What follows belongs to an exercise in optimizing a design on an open flow for small area, a short achievable clock period and few clock cycles per item; a production flow would make more cautious choices. RTL that was checked went through simulation tests only; none was proved equivalent to the original. Power is estimated from default activity; no workload was simulated.

## before
==> flow/design.v <==
`timescale 100ps / 100ps
`default_nettype none
module BESDPB #(
    parameter DATA_FILE = "",
    parameter ADDRESS_BITWIDTH = 16,
    parameter DATA_BITWIDTH = 32,
    parameter COLUMN_BITWIDTH = 8,
    parameter COLUMN_COUNT = DATA_BITWIDTH / COLUMN_BITWIDTH
) (
    input wire clk,
    input wire [COLUMN_COUNT-1:0] write_enable,
    input wire [ADDRESS_BITWIDTH-1:0] address,
    output wire [DATA_BITWIDTH-1:0] data_out,
    input wire [DATA_BITWIDTH-1:0] data_in
);
  reg [DATA_BITWIDTH-1:0] data[2**ADDRESS_BITWIDTH-1:0];
  assign data_out = data[address];
  always @(posedge clk) begin
    for (int i = 0; i < COLUMN_COUNT; i++) begin
      if (write_enable[i]) begin
        data[address][(i+1)*COLUMN_BITWIDTH-1-:COLUMN_BITWIDTH] <= data_in[(i+1)*COLUMN_BITWIDTH-1-:COLUMN_BITWIDTH];
      end
    end
  end
endmodule
`default_nettype wire
`default_nettype none
module Cache (
    input wire clk,
    input wire rst_n,
    input wire enable,
    input wire [31:0] address,
    output reg [31:0] data_out,
    output reg data_out_ready,
    input wire [31:0] data_in,
    input wire [3:0] write_enable,
    output reg busy,
    output reg br_cmd,
    output reg br_cmd_en,
    output wire [20:0] br_addr,
    output wire [63:0] br_wr_data,
    output wire [7:0] br_data_mask,
    input wire [63:0] br_rd_data,
    input wire br_rd_data_valid
);
  localparam COMMAND_DELAY_INTERVAL = 4'd13;
  reg [63:0] s0, s1, s2, s3;   
  reg [1:0] pos;   
  reg [15:0] tag;   
  reg valid;   
  reg dirty;   
  reg fill;   
  reg ack;   
  reg [3:0] cmd_cnt;   
  wire [15:0] a_tag = address[20:5];
  wire [1:0] a_beat = address[4:3];
  wire is_wr = |write_enable;
  wire req = enable && !ack;
  wire tag_hit = valid && tag == a_tag;
  wire [1:0] next_s3 = pos + 2'd1;
  wire [1:0] next_in = pos + 2'd2;
  wire next_ok = !fill || br_rd_data_valid;
  wire last_beat = fill && br_rd_data_valid && pos == 2'd2;
  wire [63:0] ring_in = fill ? br_rd_data : s0;
  wire [63:0] s3_d;
  generate
    for (genvar b = 0; b < 8; b++) begin : merge
      wire sel = ack && write_enable[b%4] && (address[2] == (b / 4));
      assign s3_d[b*8+:8] = sel ? data_in[(b%4)*8+:8] : ring_in[b*8+:8];
    end
  endgenerate
  wire wb_go = req && !tag_hit && valid && dirty && !fill && cmd_cnt == 0 && pos == 2'd3;
  wire rd_go = req && !tag_hit && !(valid && dirty) && !fill && cmd_cnt == 0;
  always_ff @(posedge clk) begin
    s0 <= s1;
    s1 <= s2;
    s2 <= s3;
    s3 <= s3_d;
    data_out <= address[2] ? s3_d[63:32] : s3_d[31:0];
    br_cmd <= wb_go;
  end
  always_ff @(posedge clk) begin
    if (rd_go) tag <= a_tag;
    if (rd_go) pos <= 2'd3;
    else if (!fill || br_rd_data_valid) pos <= pos + 2'd1;
  end
  wire ack_d = req && (valid || fill) && tag == a_tag && next_ok &&
      (is_wr ? next_in : next_s3) == a_beat;
  always_ff @(posedge clk, negedge rst_n) begin
    if (!rst_n) begin
      valid <= 0;
      dirty <= 0;
      fill <= 0;
      ack <= 0;
      data_out_ready <= 0;
      busy <= 1;
      br_cmd_en <= 0;
      cmd_cnt <= 0;
    end else begin
      br_cmd_en <= wb_go || rd_go;
      if (wb_go || rd_go) cmd_cnt <= COMMAND_DELAY_INTERVAL;
      else if (cmd_cnt != 0) cmd_cnt <= cmd_cnt - 4'd1;
      if (wb_go) dirty <= 0;
      if (ack && is_wr) dirty <= 1;
      if (rd_go) begin
        valid <= 0;
        fill <= 1;
      end
      if (last_beat) begin
        fill <= 0;
        valid <= 1;
      end
      ack <= ack_d;
      data_out_ready <= ack_d;
      busy <= !ack_d;
    end
  end
  assign br_addr = {tag, 5'b0};
  assign br_wr_data = s3;
  assign br_data_mask = 8'b0;
endmodule
`default_nettype wire
clock: 10.0 ns
lec_check: 0
cap_margin: 20
core_margin: 2
core_utilization: 40
slew_margin: 20
standard.sh (not shown) runs the stock make flow with config.mk's settings and CLKGATE_MAP_FILE= SYNTH_SCRIPT=/design/flow/synth_recipe.tcl, a recipe that flattens the netlist after the stock synthesis.
==> flow/flow/run.sh <==
#!/bin/bash
# Standard layout, with plain buffers (instead of the default delay buffers) on the ports.
set -euo pipefail
export BUFFER_PORTS_ARGS="-buffer_cell sky130_fd_sc_hd__buf_1"
bash standard.sh finish > standard_flow.log 2>&1
> inputs changed (before -> after)
--- a/flow/design.v
+++ b/flow/design.v
@@ -76,7 +76,7 @@
     s1 <= s2;
     s2 <= s3;
     s3 <= s3_d;
-    data_out <= address[2] ? s3_d[63:32] : s3_d[31:0];
+    data_out <= address[2] ? ring_in[63:32] : ring_in[31:0];
     br_cmd <= wb_go;
   end
   always_ff @(posedge clk) begin
Findings:
- after finished all stages; the layout is clean.
- Diff before -> after | count of buffer and inverter cells on the critical path | decrease of 1
- Total die area (after over before): increase, about 4%
- Compared with before, aggregate routed wire length in after increased slightly.
- Launch point of the critical path = data_out_ready: after; launch point of the critical path = address[2]: before
- Summary — compound-gate portion of the synthesized area, after relative to before: lower, by 0.32 points.
- Per the comparison of after with before, post-placement worst setup slack moved up, power in the clock group moved up, count of clock-net buffers in the final layout moved down, count of unique library cells instantiated by Yosys moved up.
- | power after layout | after vs before | worse |
Testbench counts of after, summed over its fixed seeds: cycles 246,125, transactions 16,000.
Function not checked in before: the RTL went through the layout flow alone.

* * *

branch violet:
Another version of the RTL of Cache (not shown whole).
Size: roughly 690 cells after synthesis, roughly 330 flip-flops, about 9300 sq um of cells after synthesis.
==> module Cache, before the edit <==
module Cache (
    input wire clk,
    input wire rst_n,
    input wire enable,
    input wire [31:0] address,
    output reg [31:0] data_out,
    output reg data_out_ready,
    input wire [31:0] data_in,
    input wire [3:0] write_enable,
    output reg busy,
    output reg br_cmd,
    output reg br_cmd_en,
    output wire [20:0] br_addr,
    output wire [63:0] br_wr_data,
    output wire [7:0] br_data_mask,
    input wire [63:0] br_rd_data,
    input wire br_rd_data_valid
);
  localparam COMMAND_DELAY_INTERVAL = 4'd12;
  reg [63:0] s0, s1, s2, s3;   
  reg [3:0] ph;   
  reg [15:0] tag;   
  reg valid;   
  reg dirty;   
  reg fill;   
  reg ack;   
  reg [7:0] wsel;   
  reg [3:0] cmd_cnt;   
  reg cmd_wait;   
  reg eq;   
  reg live;   
  wire [15:0] a_tag = address[20:5];
  wire [1:0] a_beat = address[4:3];
  wire is_wr = |write_enable;
  wire req = enable && !ack;
  wire tag_eq = tag == a_tag;
  wire [3:0] ph1 = {ph[2:0], ph[3]};   
  wire [3:0] ph2 = {ph[1:0], ph[3:2]};   
  wire beat_ok = is_wr ? ph2[a_beat] : ph1[a_beat];
  wire next_ok = !fill || br_rd_data_valid;
  wire last_beat = fill && br_rd_data_valid && ph[2];
  wire [63:0] ring_in = fill ? br_rd_data : s0;
  wire [63:0] s3_d;
  generate
    for (genvar b = 0; b < 8; b++) begin : merge
      assign s3_d[b*8+:8] = wsel[b] ? data_in[(b%4)*8+:8] : ring_in[b*8+:8];
    end
  endgenerate
  wire can_cmd = req && !fill && !br_cmd_en && !cmd_wait;
  wire tag_ld = can_cmd && !(valid && dirty);
  wire rd_go = tag_ld && !(valid && tag_eq);
  wire wb_go = can_cmd && valid && dirty && !tag_eq && ph[3];
  wire rd_cmd = br_cmd_en && !br_cmd;   
  wire wb_cmd = br_cmd_en && br_cmd;   
  wire ack_d = req && live && eq && (valid || fill) && next_ok && beat_ok;
  always_ff @(posedge clk) begin
    s0 <= s1;
    s1 <= s2;
    s2 <= s3;
    s3 <= s3_d;
    data_out <= address[2] ? s3_d[63:32] : s3_d[31:0];
    br_cmd <= wb_go;
    if (tag_ld) tag <= a_tag;
    eq <= tag_eq;
    if (br_cmd_en) cmd_cnt <= COMMAND_DELAY_INTERVAL;
    else if (cmd_wait) cmd_cnt <= cmd_cnt - 4'd1;
    if (rd_cmd) ph <= 4'b1000;
    else if (next_ok) ph <= ph1;
    data_out_ready <= ack_d && !is_wr;
    busy <= !(ack_d && is_wr);
    for (int b = 0; b < 8; b++) wsel[b] <= ack_d && write_enable[b%4] && (address[2] == (b / 4));
  end
  always_ff @(posedge clk, negedge rst_n) begin
    if (!rst_n) begin
      valid <= 0;
      dirty <= 0;
      fill <= 0;
      ack <= 0;
      live <= 0;
      br_cmd_en <= 0;
      cmd_wait <= 0;
    end else begin
      br_cmd_en <= wb_go || rd_go;
      if (br_cmd_en) cmd_wait <= 1;
      else if (cmd_wait) cmd_wait <= cmd_cnt != 4'd1;
      if (wb_cmd) dirty <= 0;
      if (ack && is_wr) dirty <= 1;
      if (rd_cmd) fill <= 1;
      if (last_beat) begin
        fill <= 0;
        valid <= 1;
      end
      ack <= ack_d;
      live <= req && !ack_d;
    end
  end
  assign br_addr = {tag, 5'b0};
  assign br_wr_data = s3;
  assign br_data_mask = 8'b0;
endmodule
clock: 10.0 ns
lec_check: 0
cap_margin: 20
core_margin: 2
core_utilization: 40
cts_cluster_diameter: 60
cts_cluster_size: 30
slew_margin: 20
tns_end_percent: 0
==> flow/flow/run.sh <==
#!/bin/bash
# Standard layout, with plain buffers (instead of the default delay buffers) on the ports
# and the given repair targets.
set -euo pipefail
export BUFFER_PORTS_ARGS="-buffer_cell sky130_fd_sc_hd__buf_1"
bash standard.sh SETUP_SLACK_MARGIN=7.0 finish > standard_flow.log 2>&1
Testbench counts of branch violet, summed over its fixed seeds: cycles 246,345, transactions 16,000.
#### Input delta (branch sierra over branch violet)
diff --git a/flow/design.v b/flow/design.v
--- a/flow/design.v
+++ b/flow/design.v
@@ -87,12 +87,10 @@
     s3 <= s3_d;
     data_out <= address[2] ? s3_d[63:32] : s3_d[31:0];
     br_cmd <= wb_go;
     if (tag_ld) tag <= a_tag;
     eq <= tag_eq;
-    if (br_cmd_en) cmd_cnt <= COMMAND_DELAY_INTERVAL;
-    else if (cmd_wait) cmd_cnt <= cmd_cnt - 4'd1;
     if (rd_cmd) ph <= 4'b1000;
     else if (next_ok) ph <= ph1;
     data_out_ready <= ack_d && !is_wr;
     busy <= !(ack_d && is_wr);
     for (int b = 0; b < 8; b++) wsel[b] <= ack_d && write_enable[b%4] && (address[2] == (b / 4));
@@ -103,15 +101,21 @@
       dirty <= 0;
       fill <= 0;
       ack <= 0;
       live <= 0;
       br_cmd_en <= 0;
+      cmd_cnt <= 0;
       cmd_wait <= 0;
     end else begin
       br_cmd_en <= wb_go || rd_go;
-      if (br_cmd_en) cmd_wait <= 1;
-      else if (cmd_wait) cmd_wait <= cmd_cnt != 4'd1;
+      if (br_cmd_en) begin
+        cmd_cnt <= COMMAND_DELAY_INTERVAL;
+        cmd_wait <= 1;
+      end else if (cmd_wait) begin
+        cmd_cnt <= cmd_cnt - 4'd1;
+        cmd_wait <= cmd_cnt != 4'd1;
+      end
       if (wb_cmd) dirty <= 0;
       if (ack && is_wr) dirty <= 1;
       if (rd_cmd) fill <= 1;
       if (last_beat) begin
         fill <= 0;
==> comparison <==
Having completed the whole flow, branch sierra delivered a layout that passed the timing, design-rule and antenna checks.
branch sierra ended with more first-pass detailed-route iteration total than branch violet.
On ratio of routed vias to standard cells, the higher figure sits with branch sierra, not branch violet.
Total design power, branch sierra and branch violet: lower on branch sierra
Register area share after synthesis: branch violet vs branch sierra, no meaningful difference
Between branch sierra and branch violet, the number of fillers in the final layout does not differ in any meaningful way.
For the synthesis-to-finish area growth, branch sierra came in 0.34 points lower than branch violet did.
On core utilization of the finished layout, branch sierra and branch violet are neck and neck.
On portion of the layout cell area used by non-clock buffers: between branch sierra and branch violet, it ends up higher for branch sierra.
Met1 routing resource usage after global routing in branch sierra vs branch violet: down 0.34 points
When branch sierra is measured against branch violet, its wire length turns out 180 microns higher.
Taking branch violet as the reference, in branch sierra share of total power in the clock network lower; worst IR drop on VDD higher; via count higher.
Testbench counts of branch sierra, summed over its fixed seeds: cycles 246,345, transactions 16,000.

* * *

Cache with an RTL version that a note above also has.
Size in the first run: roughly 330 flip-flops, about 270 I/O pins, roughly 9300 um^2 of cells after synthesis.
==> module Cache, before the edit <==
module Cache (
    input wire clk,
    input wire rst_n,
    input wire enable,
    input wire [31:0] address,
    output reg [31:0] data_out,
    output reg data_out_ready,
    input wire [31:0] data_in,
    input wire [3:0] write_enable,
    output reg busy,
    output reg br_cmd,
    output reg br_cmd_en,
    output wire [20:0] br_addr,
    output wire [63:0] br_wr_data,
    output wire [7:0] br_data_mask,
    input wire [63:0] br_rd_data,
    input wire br_rd_data_valid
);
  localparam COMMAND_DELAY_INTERVAL = 4'd12;
  reg [63:0] s0, s1, s2, s3;   
  reg [3:0] ph;   
  reg [15:0] tag;   
  reg valid;   
  reg dirty;   
  reg fill;   
  reg ack;   
  reg [7:0] wsel;   
  reg [3:0] cmd_cnt;   
  reg cmd_wait;   
  reg eq;   
  reg live;   
  wire [15:0] a_tag = address[20:5];
  wire [1:0] a_beat = address[4:3];
  wire is_wr = |write_enable;
  wire req = enable && !ack;
  wire tag_eq = tag == a_tag;
  wire [3:0] ph1 = {ph[2:0], ph[3]};   
  wire [3:0] ph2 = {ph[1:0], ph[3:2]};   
  wire beat_ok = is_wr ? ph2[a_beat] : ph1[a_beat];
  wire next_ok = !fill || br_rd_data_valid;
  wire last_beat = fill && br_rd_data_valid && ph[2];
  wire [63:0] ring_in = fill ? br_rd_data : s0;
  wire [63:0] s3_d;
  generate
    for (genvar b = 0; b < 8; b++) begin : merge
      assign s3_d[b*8+:8] = wsel[b] ? data_in[(b%4)*8+:8] : ring_in[b*8+:8];
    end
  endgenerate
  wire can_cmd = req && !fill && !br_cmd_en && !cmd_wait;
  wire tag_ld = can_cmd && !(valid && dirty);
  wire rd_go = tag_ld && !(valid && tag_eq);
  wire wb_go = can_cmd && valid && dirty && !tag_eq && ph[3];
  wire rd_cmd = br_cmd_en && !br_cmd;   
  wire wb_cmd = br_cmd_en && br_cmd;   
  wire ack_d = req && live && eq && (valid || fill) && next_ok && beat_ok;
  always_ff @(posedge clk) begin
    s0 <= s1;
    s1 <= s2;
    s2 <= s3;
    s3 <= s3_d;
    data_out <= address[2] ? s3_d[63:32] : s3_d[31:0];
    br_cmd <= wb_go;
    if (tag_ld) tag <= a_tag;
    eq <= tag_eq;
    if (rd_cmd) ph <= 4'b1000;
    else if (next_ok) ph <= ph1;
    data_out_ready <= ack_d && !is_wr;
    busy <= !(ack_d && is_wr);
    for (int b = 0; b < 8; b++) wsel[b] <= ack_d && write_enable[b%4] && (address[2] == (b / 4));
  end
  always_ff @(posedge clk, negedge rst_n) begin
    if (!rst_n) begin
      valid <= 0;
      dirty <= 0;
      fill <= 0;
      ack <= 0;
      live <= 0;
      br_cmd_en <= 0;
      cmd_cnt <= 0;
      cmd_wait <= 0;
    end else begin
      br_cmd_en <= wb_go || rd_go;
      if (br_cmd_en) begin
        cmd_cnt <= COMMAND_DELAY_INTERVAL;
        cmd_wait <= 1;
      end else if (cmd_wait) begin
        cmd_cnt <= cmd_cnt - 4'd1;
        cmd_wait <= cmd_cnt != 4'd1;
      end
      if (wb_cmd) dirty <= 0;
      if (ack && is_wr) dirty <= 1;
      if (rd_cmd) fill <= 1;
      if (last_beat) begin
        fill <= 0;
        valid <= 1;
      end
      ack <= ack_d;
      live <= req && !ack_d;
    end
  end
  assign br_addr = {tag, 5'b0};
  assign br_wr_data = s3;
  assign br_data_mask = 8'b0;
endmodule
export LEC_CHECK = 0
export CAP_MARGIN = 20
export CORE_MARGIN = 2
export CORE_UTILIZATION = 40
export CTS_CLUSTER_DIAMETER = 60
export CTS_CLUSTER_SIZE = 30
export SLEW_MARGIN = 20
create_clock -name core_clock -period 10.0 [get_ports {clk}]
==> flow/flow/run.sh <==
#!/bin/bash
# Standard layout, with plain buffers (instead of the default delay buffers) on the ports
# and the given repair targets.
set -euo pipefail
export BUFFER_PORTS_ARGS="-buffer_cell sky130_fd_sc_hd__buf_1"
bash standard.sh  finish > standard_flow.log 2>&1
Testbench counts at the start, summed over its fixed seeds: cycles 246,345, transactions 16,000.
==> next run, changes <==
--- a/flow/design.v
+++ b/flow/design.v
@@ -40,92 +40,95 @@
     output wire [20:0] br_addr,
     output wire [63:0] br_wr_data,
     output wire [7:0] br_data_mask,
     input wire [63:0] br_rd_data,
     input wire br_rd_data_valid
 );
-  localparam COMMAND_DELAY_INTERVAL = 4'd12;
+  localparam COMMAND_DELAY_INTERVAL = 4'd13;
   reg [63:0] s0, s1, s2, s3;   
   reg [3:0] ph;   
   reg [15:0] tag;   
   reg valid;   
   reg dirty;   
   reg fill;   
   reg ack;   
   reg [7:0] wsel;   
   reg [3:0] cmd_cnt;   
   reg cmd_wait;   
-  reg eq;   
-  reg live;   
   wire [15:0] a_tag = address[20:5];
   wire [1:0] a_beat = address[4:3];
   wire is_wr = |write_enable;
   wire req = enable && !ack;
-  wire tag_eq = tag == a_tag;
+  reg eq, live;
+  wire tag_eq = live && eq;
+  wire tag_hit = valid && tag_eq;
   wire [3:0] ph1 = {ph[2:0], ph[3]};   
   wire [3:0] ph2 = {ph[1:0], ph[3:2]};   
   wire beat_ok = is_wr ? ph2[a_beat] : ph1[a_beat];
   wire next_ok = !fill || br_rd_data_valid;
   wire last_beat = fill && br_rd_data_valid && ph[2];
   wire [63:0] ring_in = fill ? br_rd_data : s0;
   wire [63:0] s3_d;
   generate
     for (genvar b = 0; b < 8; b++) begin : merge
       assign s3_d[b*8+:8] = wsel[b] ? data_in[(b%4)*8+:8] : ring_in[b*8+:8];
     end
   endgenerate
-  wire can_cmd = req && !fill && !br_cmd_en && !cmd_wait;
-  wire tag_ld = can_cmd && !(valid && dirty);
-  wire rd_go = tag_ld && !(valid && tag_eq);
-  wire wb_go = can_cmd && valid && dirty && !tag_eq && ph[3];
-  wire rd_cmd = br_cmd_en && !br_cmd;   
-  wire wb_cmd = br_cmd_en && br_cmd;   
-  wire ack_d = req && live && eq && (valid || fill) && next_ok && beat_ok;
+  wire miss = req && live && !tag_hit && !fill && !cmd_wait;
+  wire wb_go = miss && valid && dirty && ph[3];
+  wire rd_go = miss && !(valid && dirty);
+  wire ack_d = req && (valid || fill) && tag_eq && next_ok && beat_ok;
   always_ff @(posedge clk) begin
     s0 <= s1;
     s1 <= s2;
     s2 <= s3;
     s3 <= s3_d;
     data_out <= address[2] ? s3_d[63:32] : s3_d[31:0];
     br_cmd <= wb_go;
-    if (tag_ld) tag <= a_tag;
-    eq <= tag_eq;
-    if (rd_cmd) ph <= 4'b1000;
+    eq <= rd_go || tag == a_tag;
+    if (rd_go) tag <= a_tag;
+    if (rd_go) ph <= 4'b1000;
     else if (next_ok) ph <= ph1;
-    data_out_ready <= ack_d && !is_wr;
-    busy <= !(ack_d && is_wr);
-    for (int b = 0; b < 8; b++) wsel[b] <= ack_d && write_enable[b%4] && (address[2] == (b / 4));
   end
   always_ff @(posedge clk, negedge rst_n) begin
     if (!rst_n) begin
       valid <= 0;
       dirty <= 0;
       fill <= 0;
       ack <= 0;
       live <= 0;
+      wsel <= 0;
+      data_out_ready <= 0;
+      busy <= 1;
       br_cmd_en <= 0;
       cmd_cnt <= 0;
       cmd_wait <= 0;
     end else begin
       br_cmd_en <= wb_go || rd_go;
-      if (br_cmd_en) begin
+      if (wb_go || rd_go) begin
         cmd_cnt <= COMMAND_DELAY_INTERVAL;
         cmd_wait <= 1;
       end else if (cmd_wait) begin
         cmd_cnt <= cmd_cnt - 4'd1;
         cmd_wait <= cmd_cnt != 4'd1;
       end
-      if (wb_cmd) dirty <= 0;
+      if (wb_go) dirty <= 0;
       if (ack && is_wr) dirty <= 1;
-      if (rd_cmd) fill <= 1;
+      if (rd_go) begin
+        valid <= 0;
+        fill <= 1;
+      end
       if (last_beat) begin
         fill <= 0;
         valid <= 1;
       end
       ack <= ack_d;
       live <= req && !ack_d;
+      data_out_ready <= ack_d && !is_wr;
+      busy <= !(ack_d && is_wr);
+      for (int b = 0; b < 8; b++) wsel[b] <= ack_d && write_enable[b%4] && (address[2] == (b / 4));
     end
   end
   assign br_addr = {tag, 5'b0};
   assign br_wr_data = s3;
   assign br_data_mask = 8'b0;
 endmodule
Clock power is lower by about 8%.
Critical path depth is higher by 4.
Synthesized area is higher by 0.72%.
Power is lower by 1.1%.
Fmax is lower by 3.7%.
Count of clock-buffer cells in the layout is lower by 3.
Worst setup slack got worse by 0.12 ns.
Synthesized cell count is higher by 1.0%.
Flip-flop and latch count is unchanged.
The RTL of the second run of this note was laid out without a check of its function.

==> port drivers added, routing unchanged <==
In the flow no input, the clock included, has a driving cell. The finished layouts below were timed again as built, in two steps. Step 1 assumes that a clkbuf_16 drives the clock port and a buf_2 every other input. Step 2, shift: input delay + t, output delay - t, t = (earliest + latest rising clock arrival at the registers) / 2. This alone moves slack from input paths to output paths. Slacks: ideal ports / drivers / drivers and shift; pairs: ideal ports / drivers.
run	t, ns	setup WS [ns]	hold slack, ns	pins driven straight from the clock port
before	0.575	6.482 / 6.504 / 5.929	0.321 / 0.321 / 0.321	1
after	0.573	6.747 / 6.702 / 6.282	0.321 / 0.321 / 0.321	1
branch violet	0.564	6.895 / 6.852 / 6.465	0.319 / 0.319 / 0.319	1
branch sierra	0.564	6.899 / 6.852 / 6.451	0.315 / 0.315 / 0.315	1
the first run of note 3	0.579	6.778 / 6.731 / 6.550	0.315 / 0.315 / 0.315	1
the second run of note 3	0.562	6.656 / 6.670 / 6.108	0.314 / 0.314 / 0.314	1
After both steps every run listed still meets setup and hold. For before, which loses most, drivers alone change the setup slack by +0.022 ns; drivers and shift together by -0.553 ns.
